What follows belongs to an exercise in optimizing a design on an open flow for small area; a production flow would make more cautious choices.
The RTL was checked by simulation tests, not by an equivalence proof against the original design.

==> run B: inputs <==
// mac_array
module mac_array#(
    parameter   BATCH   = 32,
    parameter   DATA_W  = 8,
    parameter   RES_W   = 32
    )(
    input   clk,
    input   rst,
    input   new_acc,
    input   [BATCH  -1 : 0][DATA_W  -1 : 0] vec_a,
    input   [BATCH  -1 : 0][DATA_W  -1 : 0] vec_b,
    output  [BATCH  -1 : 0][RES_W   -1 : 0] vec_out,
    output  [RES_W  -1 : 0] sca_out
    );
Settings: LEC_CHECK=0, CAP_MARGIN=35, CORE_MARGIN=2, CORE_UTILIZATION=40, SLEW_MARGIN=35; clock period 6.0 ns.
standard.sh (not shown) runs the stock make flow with config.mk's settings and CLKGATE_MAP_FILE= SYNTH_SCRIPT=/design/flow/synth_recipe.tcl, a recipe that flattens the netlist after the stock synthesis.
==> flow/flow/run.sh <==
#!/bin/bash
# The standard layout (standard synthesis, floorplan, placement, CTS,
# routing) with two changes:
# - the port buffers that placement inserts on every input and output use the
#   smallest buffer cell instead of a delay buffer;
# - CTS clusters more flip-flops per leaf buffer and adds no dummy loads.
set -euo pipefail
export BUFFER_PORTS_ARGS="-buffer_cell sky130_fd_sc_hd__buf_1"
export CTS_ARGS="-sink_clustering_enable -repair_clock_nets -dont_use_dummy_load -sink_clustering_size 24 -sink_clustering_max_diameter 120"
bash standard.sh > standard.log 2>&1
==> inputs of run E, as changes to run B <==
==> flow/flow/run.sh (replaced) <==
#!/bin/bash
# The standard layout (standard synthesis, floorplan, placement, CTS,
# routing), with the port buffers that placement inserts on every input and
# output made with the smallest buffer cell instead of a delay buffer.
set -euo pipefail
export BUFFER_PORTS_ARGS="-buffer_cell sky130_fd_sc_hd__buf_1"
bash standard.sh > standard.log 2>&1
==> notes <==
- Against run B, the setup slack of run E is worse by 0.042 ns.
- In critical path depth, run E and run B do not differ.
- Synthesized cell count is the same in run B and run E.
- Against run E, the first-iteration DRC count of run B is lower by 1.0%.
- In sequential cell count, run E and run B do not differ.
- Against run B, the design area of run E is larger by about 4%.
- Run B produced a clean layout. Run E produced a clean layout.
- In run B the register-to-register slack is lower than in run E, by 0.03 ns.
==> figures <==
Run status: run B finished clean; run E finished clean
Share of the clock period used by the worst path after layout: run B 96.2%; run E 96.9%
Final-layout worst hold slack: run B 0.332 ns; run E 0.303 ns
Global routing usage summed across all routing layers: run B 26.0%; run E 26.3%
Insertion delay of the later-clocked pin in the worst-skew pair: run B 0.94 ns; run E 0.95 ns
Launch instance of the worst min-delay path: run B adder_tree_inst.f[4]$_DFF_P_; run E adder_tree_inst.d3[13]$_DFF_P_
Clock buffer and inverter area fraction after layout: run B 1.86%; run E 5.71%
WL final: run B 495000 um; run E 500000 um
Area delta synth->final: run B 7.43%; run E 11.8%
Seq area share: run B 28.5%; run E 27.4%
Multi-input logic portion of the cell area: run B 56.6%; run E 54.3%
Non-filler instance count after layout: run B 20100; run E 20500
Via-per-instance ratio: run B 4.75; run E 4.73
Crit path time final: run B 5.77 ns; run E 5.82 ns

========
==> run H: inputs <==
mac_array, a different RTL version from the one above (not shown whole).
Settings: LEC_CHECK=0, CAP_MARGIN=35, CORE_MARGIN=2, CORE_UTILIZATION=70, SLEW_MARGIN=35, SYNTH_HIERARCHICAL=1; clock period 6.0 ns.
==> flow/flow/run.sh <==
#!/bin/bash
# The standard layout (standard synthesis, floorplan, placement, CTS,
# routing) with two changes:
# - the port buffers that placement inserts on every input and output use the
#   smallest buffer cell instead of a delay buffer;
# - CTS clusters more flip-flops per leaf buffer and adds no dummy loads.
set -euo pipefail
export BUFFER_PORTS_ARGS="-buffer_cell sky130_fd_sc_hd__buf_1"
export CTS_ARGS="-sink_clustering_enable -repair_clock_nets -dont_use_dummy_load -sink_clustering_size 24 -sink_clustering_max_diameter 120"
bash standard.sh > standard.log 2>&1
==> inputs of run Z, as changes to run H <==
Settings changed: CORE_UTILIZATION 70 to 60.
==> run_results.csv <==
group,metric,value,unit
finish,final_cell_mix,"fa_1 (2447), dfxtp_1 (2295), nor2_1 (1844), buf_1 (1569), nor2b_1 (953)",
finish,regArea,46000,sq um
finish,nNetsFinal,16700,
finish,n_antenna_cell,81,
global_routing,grt_pass1_vias,100000,
global_routing,grt_use_total,0.445,
floorplanning,dieArea,207000,sq um
setup_path,required,6.75,ns
outcome,status,"no timing/DRC/antenna violations",
# the run above: run H

==> run_results.csv <==
group,metric,value,unit
floorplanning,dieArea,242000,sq um
outcome,status,"no timing/DRC/antenna violations",
finish,regArea,46000,sq um
setup_path,required,6.73,ns
finish,final_cell_mix,"fa_1 (2449), dfxtp_1 (2293), nor2_1 (1844), buf_1 (1569), nor2b_1 (953)",
global_routing,grt_pass1_vias,97700,
# the run above: run Z


========
==> job 8396 <==
mac_array, a different RTL version from the one above (not shown whole).
==> flow/config.mk <==
export PLATFORM = sky130hd
export DESIGN_NAME = mac_array
export DESIGN_NICKNAME = mac_array
export VERILOG_FILES = /design/flow/design.v
export SDC_FILE = /design/flow/constraint.sdc
export NUM_CORES = 4
export LEC_CHECK = 0
export CAP_MARGIN = 35
export CORE_MARGIN = 2
export CORE_UTILIZATION = 55
export CTS_BUF_LIST = sky130_fd_sc_hd__clkbuf_4 sky130_fd_sc_hd__clkbuf_8
export CTS_CLUSTER_SIZE = 30
export SLEW_MARGIN = 35
==> flow/constraint.sdc <==
create_clock -name core_clock -period 6.0 [get_ports {clk}]
set_input_delay 1.2000 -clock core_clock [delete_from_list [all_inputs] [get_ports {clk}]]
set_output_delay 1.2000 -clock core_clock [all_outputs]
set_load 0.01 [all_outputs]
run.sh (not shown) runs the stock make flow with config.mk's settings and CLKGATE_MAP_FILE= SYNTH_SCRIPT=/design/flow/synth_recipe.tcl, a recipe that flattens the netlist after the stock synthesis.
Stock flow here: none of the scripts above is used.
==> inputs of job 8562, as changes to job 8396 <==
Settings changed: CORE_UTILIZATION 55 to 40, CTS_BUF_LIST sky130_fd_sc_hd__clkbuf_4 sky130_fd_sc_hd__clkbuf_8 to not set, CTS_CLUSTER_SIZE 30 to not set.
==> notes.md <==
- Against job 8396, the cell count of job 8562 is larger by about 6%.
- Against job 8396, the critical path depth of job 8562 is lower by 1.
- Of job 8562 and job 8396, job 8396 has the higher clock skew (gap 1.7 ps).
- Between job 8562 and job 8396, the lower sequential share of layout area is in job 8562 (gap 0.33 points).
- Against job 8562, the global-route usage of job 8396 is higher by 9.4 points.

========
==> inputs of build 41 <==
Another version of the RTL of mac_array (not shown whole).
clock: 6.0 ns
lec_check: 0
cap_margin: 35
core_margin: 2
core_utilization: 40
slew_margin: 35
standard.sh (not shown) runs the stock make flow with config.mk's settings and CLKGATE_MAP_FILE= SYNTH_SCRIPT=/design/flow/synth_recipe.tcl, a recipe that flattens the netlist after the stock synthesis.
Scripts as last shown in full above: flow/flow/run.sh
==> inputs of build 50, as changes to build 41 <==
CORE_UTILIZATION = 60   (was 40)
==> summary of the runs <==
Final cell count: build 41 is larger than build 50 (9.1%).
In build 41 the global-route usage is lower than in build 50, by 12 points.
In build 50 the clock skew is lower than in build 41, by 0.079 ns.
Of build 50 and build 41, build 50 has the higher register-to-register slack (gap 0.06 ns).
Via count: build 50 is larger than build 41 (3.1%).
Wire length: build 41 is larger than build 50 (about 2.6%).
Between build 50 and build 41, the lower critical path depth is in build 41 (gap 1).
Against build 50, the worst hold slack of build 41 is lower by 0.050 ns.
Synthesized cell count is the same in build 50 and build 41.

static timing again, ports no longer ideal:
No port has a modelled driver above. Below, the same layouts with a new extraction and two added sets of constraints.
Step 1, drivers: a clkbuf_16 drives clk and a buf_2 each remaining input, both assumed.
Step 2 times the ports against the registers' clock, not the clock port: input delays grow and output delays shrink by t, the midpoint of the rising clock arrivals with the driver on.
Three values: ideal ports, drivers, drivers and shift; two values: the first two.
run	t, ns	setup WS [ns]	worst setup path after step 2
run B	1.003	0.226 / 0.111 / 0.456	register to register
run E	1.024	0.184 / 0.072 / 0.491	register to register
run H	0.893	0.130 / 0.130 / 0.130	register to register
run Z	0.907	0.097 / 0.097 / 0.097	register to register
job 8396	1.200	0.109 / -0.001 / 0.329	register to register
job 8562	1.018	0.090 / -0.026 / 0.539	register to register
build 41	1.032	0.279 / 0.163 / 0.283	register to register
build 50	0.916	0.325 / 0.207 / 0.341	register to register
After both steps setup and hold are still met in every run listed.
